Source: an optimization exercise on an open RTL-to-GDS flow (aim: small area, a short achievable clock period and few clock cycles per item). Production flows keep margins and buffers that such runs may drop. The RTL was checked by simulation tests, not by an equivalence proof against the original design. The clock port is modelled as an ideal driver; clocking choices that lean on that would not hold on a real chip.

run 1:
Design square_root32, start of the top module:
module square_root32(
		input wire iCLOCK,
		input wire inRESET,
		input wire iDATA_REQ,
		output wire oDATA_BUSY,
		input wire [31:0] iDATA,
		output wire oDATA_VALID,
		input wire iDATA_BUSY,
		output wire [15:0] oDATA
	);
	reg b_skid_valid;
	reg [15:0] b_skid_data;
	reg b_out_valid;
	reg [15:0] b_out_data;
	wire adv = !b_skid_valid;
	reg b_v1;
	reg b_v2;
	reg b_v3;
	reg b_v4;
	reg b_v5;
	reg b_v6;
	wire [31:0] x0;
	wire [0:0] q1;
	wire [1:0] r1;
	wire [29:0] x1;
	reg [1:0] qn2;
	wire [1:0] q2 = ~qn2;
	reg [2:0] r2;
	reg [27:0] x2;
	wire [2:0] q3;
	wire [3:0] r3;
	wire [25:0] x3;
	wire [3:0] q4;
	wire [4:0] r4;
	wire [23:0] x4;
	reg [4:0] qn5;
	wire [4:0] q5 = ~qn5;
	reg [5:0] r5;
	reg [21:0] x5;
	wire [5:0] q6;
	wire [6:0] r6;
	wire [19:0] x6;
	wire [6:0] q7;
	wire [7:0] r7;
	wire [17:0] x7;
	reg [7:0] qn8;
	wire [7:0] q8 = ~qn8;
	reg [8:0] r8;
	reg [15:0] x8;
	wire [8:0] q9;
	wire [9:0] r9;
	wire [13:0] x9;
	reg [9:0] qn10;
	wire [9:0] q10 = ~qn10;
	reg [10:0] r10;
	reg [11:0] x10;
	wire [10:0] q11;
  ...
==> flow/config.mk <==
export PLATFORM = sky130hd
export DESIGN_NAME = square_root32
export DESIGN_NICKNAME = square_root32
export VERILOG_FILES = /design/flow/design.v
export SDC_FILE = /design/flow/constraint.sdc
export NUM_CORES = 4
export LEC_CHECK = 0
export ABC_AREA = 1
export CAP_MARGIN = 20
export CORE_MARGIN = 2
export CORE_UTILIZATION = 78
export CTS_BUF_LIST = sky130_fd_sc_hd__clkbuf_16
export CTS_CLUSTER_DIAMETER = 80
export CTS_CLUSTER_SIZE = 28
export SLEW_MARGIN = 20
==> flow/constraint.sdc <==
create_clock -name core_clock -period 15.0 [get_ports {iCLOCK}]
set_input_delay 3.0000 -clock core_clock [delete_from_list [all_inputs] [get_ports {iCLOCK}]]
set_output_delay 3.0000 -clock core_clock [all_outputs]
set_load 0.01 [all_outputs]
standard.sh (not shown) runs the stock make flow with config.mk's settings and CLKGATE_MAP_FILE= SYNTH_SCRIPT=/design/flow/synth_recipe.tcl, a recipe that flattens the netlist after the stock synthesis.
==> flow/flow/run.sh <==
#!/bin/bash
bash standard.sh SETUP_SLACK_MARGIN=10.9 BUFFER_PORTS_ARGS='-buffer_cell sky130_fd_sc_hd__buf_1' finish > standard.log 2>&1
Per the final summary, run 1 finished and its layout is clean on timing, DRC and antenna.
Testbench counts of run 1, summed over its fixed seeds: cycles 12,056, items 12,000.
Here is what was changed in the inputs of run 2 compared with run 1.
- a change of CORE_UTILIZATION from 78 to 68
==> flow/flow/run.sh <==
#!/bin/bash
# The standard layout (standard.sh, unchanged synthesis and steps), with:
# - a larger setup margin for ORFS's timing repair, so that repair works
#   towards a shorter achieved period;
# - port buffers of the smallest buffer cell (repair upsizes them as needed);
bash standard.sh SETUP_SLACK_MARGIN=11.0 BUFFER_PORTS_ARGS='-buffer_cell sky130_fd_sc_hd__buf_1' POST_CTS_TCL="$(pwd)/flow/flatten_clk.tcl" finish > standard.log 2>&1
==> flow/flow/flatten_clk.tcl (new file) <==
# Remove the clock tree's intermediate level: the root clock buffer then
# drives the leaf clock buffers directly. Every register keeps the same
# number of buffers (two) between the clock port and its clock pin.
set block [ord::get_db_block]
set root [$block findInst clkbuf_0_iCLOCK]
set rootnet [[$root findITerm X] getNet]
set mids {}
foreach it [$rootnet getITerms] {
  set inst [$it getInst]
  if {$inst eq $root} continue
  if {[string match "clkbuf_leaf_*" [$inst getName]]} continue
  lappend mids $inst
}
foreach inst $mids {
  if {![string match "clkbuf_*" [$inst getName]]} { error "unexpected load [$inst getName] on the root clock net" }
  set onet [[$inst findITerm X] getNet]
  set loads {}
  foreach it [$onet getITerms] { if {[$it getInst] ne $inst} { lappend loads $it } }
  set dummies {}
  foreach it $loads {
    if {[string match "clkload*" [[$it getInst] getName]]} { lappend dummies [$it getInst]; continue }
    if {![string match "clkbuf_leaf_*" [[$it getInst] getName]]} { error "unexpected load [[$it getInst] getName]" }
    $it disconnect
    $it connect $rootnet
  }
  puts "flatten_clk: removed [$inst getName], moved [llength $loads] leaf buffers to [$rootnet getName]"
  foreach d $dummies {
    puts "flatten_clk: removed dummy load [$d getName]"
    odb::dbInst_destroy $d
  }
  odb::dbInst_destroy $inst
  odb::dbNet_destroy $onet
}
[summary]
- For run 1, the launch point of the worst path was b_out_data[14]$_DFFE_PN_, unlike run 2, where it was b_out_data[2]$_DFFE_PN_.
- Core utilization | run 2 below run 1
- Looking at overall routing resource usage across run 2 and run 1, the one that comes out higher is run 1.
diff inputs: run 2 => run 3
- CORE_UTILIZATION: 68 -> 55
==> flow/flow/run.sh <==
#!/bin/bash
bash standard.sh SETUP_SLACK_MARGIN=10.9 BUFFER_PORTS_ARGS='-buffer_cell sky130_fd_sc_hd__buf_1' finish > standard.log 2>&1
removed: flow/flow/flatten_clk.tcl
Notes after the runs:
The highest attainable clock frequency reported for run 3 is smaller than that of run 2 by 6.2 MHz.

* * *

Setup of run A:
Starting RTL as in the previous note.
==> flow/config.mk <==
export PLATFORM = sky130hd
export DESIGN_NAME = square_root32
export DESIGN_NICKNAME = square_root32
export VERILOG_FILES = /design/flow/design.v
export SDC_FILE = /design/flow/constraint.sdc
export NUM_CORES = 4
export LEC_CHECK = 0
export ABC_AREA = 1
export CAP_MARGIN = 20
export CORE_MARGIN = 2
export CORE_UTILIZATION = 68
export CTS_BUF_LIST = sky130_fd_sc_hd__clkbuf_16
export CTS_CLUSTER_DIAMETER = 80
export CTS_CLUSTER_SIZE = 28
export SLEW_MARGIN = 20
==> flow/constraint.sdc <==
create_clock -name core_clock -period 15.0 [get_ports {iCLOCK}]
set_input_delay 3.0000 -clock core_clock [delete_from_list [all_inputs] [get_ports {iCLOCK}]]
set_output_delay 3.0000 -clock core_clock [all_outputs]
set_load 0.01 [all_outputs]
==> flow/flow/run.sh <==
#!/bin/bash
bash standard.sh SETUP_SLACK_MARGIN=10.9 BUFFER_PORTS_ARGS='-buffer_cell sky130_fd_sc_hd__buf_1' finish > standard.log 2>&1
Run A closes out successfully: all stages finished, all timing, DRC and antenna checks passed.
Testbench counts of run A, summed over its fixed seeds: cycles 12,056, items 12,000.
Inputs modified between run A and run B:
==> flow/flow/run.sh <==
#!/bin/bash
# The standard layout (standard.sh, unchanged synthesis and steps), with:
# - a larger setup margin for ORFS's timing repair, so that repair works
#   towards a shorter achieved period;
# - port buffers of the smallest buffer cell (repair upsizes them as needed);
bash standard.sh SETUP_SLACK_MARGIN=11.1 BUFFER_PORTS_ARGS='-buffer_cell sky130_fd_sc_hd__buf_1' POST_CTS_TCL="$(pwd)/flow/flatten_clk.tcl" finish > standard.log 2>&1
==> flow/flow/flatten_clk.tcl (new file) <==
# Remove the clock tree's intermediate level: the root clock buffer then
# drives the leaf clock buffers directly. Every register keeps the same
# number of buffers (two) between the clock port and its clock pin.
set block [ord::get_db_block]
set root [$block findInst clkbuf_0_iCLOCK]
set rootnet [[$root findITerm X] getNet]
set mids {}
foreach it [$rootnet getITerms] {
  set inst [$it getInst]
  if {$inst eq $root} continue
  if {[string match "clkbuf_leaf_*" [$inst getName]]} continue
  lappend mids $inst
}
foreach inst $mids {
  if {![string match "clkbuf_*" [$inst getName]]} { error "unexpected load [$inst getName] on the root clock net" }
  set onet [[$inst findITerm X] getNet]
  set loads {}
  foreach it [$onet getITerms] { if {[$it getInst] ne $inst} { lappend loads $it } }
  set dummies {}
  foreach it $loads {
    if {[string match "clkload*" [[$it getInst] getName]]} { lappend dummies [$it getInst]; continue }
    if {![string match "clkbuf_leaf_*" [[$it getInst] getName]]} { error "unexpected load [[$it getInst] getName]" }
    $it disconnect
    $it connect $rootnet
  }
  puts "flatten_clk: removed [$inst getName], moved [llength $loads] leaf buffers to [$rootnet getName]"
  foreach d $dummies {
    puts "flatten_clk: removed dummy load [$d getName]"
    odb::dbInst_destroy $d
  }
  odb::dbInst_destroy $inst
  odb::dbNet_destroy $onet
}
[summary]
Delta (run B minus run A): global-route usage went up 0.78 points; number of vias after detailed routing went up about 0.7%.
The inputs of run C differ from those of run B as listed below.
==> flow/flow/run.sh <==
#!/bin/bash
# The standard layout (standard.sh, unchanged synthesis and steps), with:
# - a larger setup margin for ORFS's timing repair, so that repair works
#   towards a shorter achieved period;
# - port buffers of the smallest buffer cell (repair upsizes them as needed);
bash standard.sh SETUP_SLACK_MARGIN=10.9 BUFFER_PORTS_ARGS='-buffer_cell sky130_fd_sc_hd__buf_1' POST_CTS_TCL="$(pwd)/flow/flatten_clk.tcl" finish > standard.log 2>&1
## What came out
Changes observed in run C relative to run B: flip-flop and latch share of the layout cell area saw an increase; final period utilization saw little to no change; relative slew slack saw an increase; synthesized cell count saw little to no change. Maximum frequency delta (run B -> run C): insignificant. On vias after detailed routing, run C tracks run B almost exactly. Taking run C as 1.0, run B lands at 1.2 on layout buffer count excluding clock buffers. Delta (run C minus run B): final hold slack shows no meaningful change; total detailed-routing wirelength shows a reduction of 1.0%. Compared with run B, multi-input logic area in run C decreased slightly.
Modified inputs, run D compared to run C
==> flow/flow/run.sh <==
#!/bin/bash
bash standard.sh SETUP_SLACK_MARGIN=10.9 BUFFER_PORTS_ARGS='-buffer_cell sky130_fd_sc_hd__buf_1' finish > standard.log 2>&1
diff --git a/flow/config.mk b/flow/config.mk
--- a/flow/config.mk
+++ b/flow/config.mk
@@ -6,8 +6,8 @@
 export NUM_CORES = 4
 export LEC_CHECK = 0
-export ABC_AREA = 1
+export ABC_AREA = 0
 export CAP_MARGIN = 20
 export CORE_MARGIN = 2
-export CORE_UTILIZATION = 68
+export CORE_UTILIZATION = 55
 export CTS_BUF_LIST = sky130_fd_sc_hd__clkbuf_16
 export CTS_CLUSTER_DIAMETER = 80
removed: flow/flow/flatten_clk.tcl
--- outcome ---
- Every stage of the flow completed for run D, and the final layout passed the timing, DRC and antenna checks.
- Going from run C to run D, hold slack saw a decrease; setup slack on the worst flop-to-flop path has decreased; ratio of final minimum period to clock period has increased.
- Die area, run D and run C: larger value in run D
- Category of the most critical setup path = reg2out: run C; category of the most critical setup path = reg2reg: run D
- Run D reports its endpoint of the worst setup timing path as r8[3] while run C reports oDATA[2].
- NOTE via count of the first global-routing pass run C->run D increased by more than 10%
- | clock period minus worst slack | run D vs run C | 1190 ps higher |
- Diff run C -> run D | final layout net count | decrease of 92
- Post-synth net total (run D over run C): decrease, 198
Here is what was changed in the inputs of run E compared with run D.
==> flow/flow/run.sh <==
#!/bin/bash
bash standard.sh SETUP_SLACK_MARGIN=11.0 BUFFER_PORTS_ARGS='-buffer_cell sky130_fd_sc_hd__buf_1' finish > standard.log 2>&1
diff --git a/flow/config.mk b/flow/config.mk
--- a/flow/config.mk
+++ b/flow/config.mk
@@ -6,5 +6,5 @@
 export NUM_CORES = 4
 export LEC_CHECK = 0
-export ABC_AREA = 0
+export ABC_AREA = 1
 export CAP_MARGIN = 20
 export CORE_MARGIN = 2
Notes after the runs:
Run D was carried through to the last stage, and its layout satisfied the timing, DRC and antenna checks. Run E closes out successfully: all stages finished, all timing, DRC and antenna checks passed. Looking at worst setup path startpoint, the x5[20] result is from run D; the b_out_data[2] one comes from run E. Run E gives more register-to-register setup slack than run D did. Taking run D as the reference point, the average cell area after synthesis of run E falls by about 16%. From run D to run E the numbers moved as follows: worst setup slack shows an increase of 1090 ps; fmax shows an increase of 0.053 GHz.
Input changes introduced in run F (baseline for comparison: run E):
==> flow/flow/run.sh <==
#!/bin/bash
# The standard layout (standard.sh, unchanged synthesis and steps), with:
# - a larger setup margin for ORFS's timing repair, so that repair works
#   towards a shorter achieved period;
# - port buffers of the smallest buffer cell (repair upsizes them as needed);
bash standard.sh SETUP_SLACK_MARGIN=10.9 BUFFER_PORTS_ARGS='-buffer_cell sky130_fd_sc_hd__buf_1' POST_CTS_TCL="$(pwd)/flow/flatten_clk.tcl" finish > standard.log 2>&1
==> flow/flow/flatten_clk.tcl (new file) <==
# Remove the clock tree's intermediate level: the root clock buffer then
# drives the leaf clock buffers directly. Every register keeps the same
# number of buffers (two) between the clock port and its clock pin.
set block [ord::get_db_block]
set root [$block findInst clkbuf_0_iCLOCK]
set rootnet [[$root findITerm X] getNet]
set mids {}
foreach it [$rootnet getITerms] {
  set inst [$it getInst]
  if {$inst eq $root} continue
  if {[string match "clkbuf_leaf_*" [$inst getName]]} continue
  lappend mids $inst
}
foreach inst $mids {
  if {![string match "clkbuf_*" [$inst getName]]} { error "unexpected load [$inst getName] on the root clock net" }
  set onet [[$inst findITerm X] getNet]
  set loads {}
  foreach it [$onet getITerms] { if {[$it getInst] ne $inst} { lappend loads $it } }
  set dummies {}
  foreach it $loads {
    if {[string match "clkload*" [[$it getInst] getName]]} { lappend dummies [$it getInst]; continue }
    if {![string match "clkbuf_leaf_*" [[$it getInst] getName]]} { error "unexpected load [[$it getInst] getName]" }
    $it disconnect
    $it connect $rootnet
  }
  puts "flatten_clk: removed [$inst getName], moved [llength $loads] leaf buffers to [$rootnet getName]"
  foreach d $dummies {
    puts "flatten_clk: removed dummy load [$d getName]"
    odb::dbInst_destroy $d
  }
  odb::dbInst_destroy $inst
  odb::dbNet_destroy $onet
}
diff --git a/flow/config.mk b/flow/config.mk
--- a/flow/config.mk
+++ b/flow/config.mk
@@ -9,7 +9,8 @@
 export CAP_MARGIN = 20
 export CORE_MARGIN = 2
-export CORE_UTILIZATION = 55
+export CORE_UTILIZATION = 68
 export CTS_BUF_LIST = sky130_fd_sc_hd__clkbuf_16
 export CTS_CLUSTER_DIAMETER = 80
 export CTS_CLUSTER_SIZE = 28
+export PLACE_DENSITY = 0.8
 export SLEW_MARGIN = 20
Findings:
STATUS half-perimeter wire length after placement: run F wins against run E
Setup slack in run F is smaller than in run E.

* * *

## job 3010
Another version of the RTL of square_root32 (not shown whole).
For scale: about 15,000 um2 of cells after synthesis.
Settings: LEC_CHECK=0, ABC_AREA=1, CAP_MARGIN=20, CORE_MARGIN=2, CORE_UTILIZATION=55, CTS_BUF_LIST=sky130_fd_sc_hd__clkbuf_16, CTS_CLUSTER_DIAMETER=80, CTS_CLUSTER_SIZE=28, SLEW_MARGIN=20; clock period 15.0 ns.
==> flow/flow/run.sh <==
#!/bin/bash
bash standard.sh SETUP_SLACK_MARGIN=11.1 finish > standard.log 2>&1
Job 3010 ended with every stage complete and zero timing, DRC or antenna violations.
Testbench counts of job 3010, summed over its fixed seeds: cycles 12,064, items 12,000.
Here is what was changed in the inputs of job 7925 compared with job 3010.
==> flow/flow/run.sh <==
#!/bin/bash
bash standard.sh SETUP_SLACK_MARGIN=10.9 finish > standard.log 2>&1
diff --git a/flow/config.mk b/flow/config.mk
--- a/flow/config.mk
+++ b/flow/config.mk
@@ -10,6 +10,4 @@
 export CORE_MARGIN = 2
-export CORE_UTILIZATION = 55
-export CTS_BUF_LIST = sky130_fd_sc_hd__clkbuf_16
-export CTS_CLUSTER_DIAMETER = 80
-export CTS_CLUSTER_SIZE = 28
+export CORE_UTILIZATION = 40
+export CTS_BUF_LIST = sky130_fd_sc_hd__clkbuf_8
 export SLEW_MARGIN = 20
## What came out
- Job 7925 vs job 3010 — routability congestion estimate dropped by a few percent
- Looking at worst hold-check slack, job 7925 sits 0.0042 ns below job 3010.
- For area overhead of the layout relative to synthesis, job 3010 and job 7925 come out practically identical.
- Comparing clock tree buffer count of the final layout for job 7925 and job 3010, the smaller number came from job 3010.
- Number of global-route vias before repair for job 7925 is higher than for job 3010.
--- input diff job 7925..job 5485 ---
diff --git a/flow/config.mk b/flow/config.mk
--- a/flow/config.mk
+++ b/flow/config.mk
@@ -11,3 +11,5 @@
 export CORE_UTILIZATION = 40
-export CTS_BUF_LIST = sky130_fd_sc_hd__clkbuf_8
+export CTS_BUF_LIST = sky130_fd_sc_hd__clkbuf_16
+export CTS_CLUSTER_DIAMETER = 60
+export CTS_CLUSTER_SIZE = 20
 export SLEW_MARGIN = 20
--- outcome ---
Per the final summary, job 5485 finished and its layout is clean on timing, DRC and antenna. Final area delta (job 5485 -> job 7925): insignificant. Job 5485 vs job 7925, met3 routed wirelength went down by about 13%. Relative to job 7925, the highest achievable clock rate measured on job 5485 has increased slightly. Delta(number of ordinary and repair buffers in the finished layout, job 5485 - job 7925) > 0.
The following lists how job 4434 was set up differently from job 5485:
==> flow/flow/run.sh <==
#!/bin/bash
bash standard.sh SETUP_SLACK_MARGIN=10.9 BUFFER_PORTS_ARGS='-buffer_cell sky130_fd_sc_hd__buf_1' finish > standard.log 2>&1
diff --git a/flow/config.mk b/flow/config.mk
--- a/flow/config.mk
+++ b/flow/config.mk
@@ -10,6 +10,6 @@
 export CORE_MARGIN = 2
-export CORE_UTILIZATION = 40
+export CORE_UTILIZATION = 55
 export CTS_BUF_LIST = sky130_fd_sc_hd__clkbuf_16
-export CTS_CLUSTER_DIAMETER = 60
-export CTS_CLUSTER_SIZE = 20
+export CTS_CLUSTER_DIAMETER = 80
+export CTS_CLUSTER_SIZE = 28
 export SLEW_MARGIN = 20
Results
- Summary — placed cell area, job 4434 relative to job 5485: lower, by 550 um2.
- Job 4434 went all the way through the flow, and no timing, DRC or antenna check failed.
- Of job 4434 and job 5485, it is job 4434 that has the higher global-route usage.
- Job 4434 vs job 5485, row count went down by 11.

==> separate check: timing with driven ports <==
Ports are ideal in the flow. The routed layouts listed here were re-timed in OpenROAD.
Step 1 sets driving cells, clkbuf_16 on the clock port and buf_2 on the other inputs (assumed; they add their load-dependent delay and slew).
Step 2 also shifts input and output timing later by t, the mid clock arrival at the registers, as if the neighbouring blocks saw the same clock.
Three values: ideal, step 1, step 2; two values: the first two.
run	t (ns)	setup WS [ns]	worst setup path at the end	slew at the worst register clock pin (ns)	cell pins on the clock port's net
run 1	0.530	10.975 / 10.930 / 10.974	input to register	0.11 / 0.11	1
run 2	0.467	11.062 / 11.019 / 10.988	input to register	0.11 / 0.11	1
run 3	0.542	10.964 / 10.918 / 10.949	input to register	0.10 / 0.10	1
run A	0.524	10.996 / 10.952 / 10.980	input to register	0.11 / 0.11	1
run B	0.467	11.060 / 11.016 / 10.988	input to register	0.11 / 0.11	1
run C	0.467	11.063 / 11.019 / 10.988	input to register	0.11 / 0.11	1
run D	0.542	9.868 / 9.868 / 9.868	register to register	0.10 / 0.10	1
run E	0.542	10.963 / 10.916 / 10.948	input to register	0.10 / 0.10	1
run F	0.456	10.912 / 10.868 / 10.912	input to register	0.10 / 0.10	1
job 3010	0.559	10.935 / 10.885 / 10.635	input to register	0.10 / 0.10	1
job 7925	0.643	10.892 / 10.844 / 10.566	input to register	0.07 / 0.07	1
job 5485	0.617	10.907 / 10.858 / 10.566	input to register	0.08 / 0.08	1
job 4434	0.544	10.969 / 10.919 / 10.932	input to register	0.11 / 0.11	1
After both steps setup and hold are still met in every run listed. The setup slack of job 5485, which loses most, moves by -0.049 ns with the drivers and by -0.341 ns with both steps.
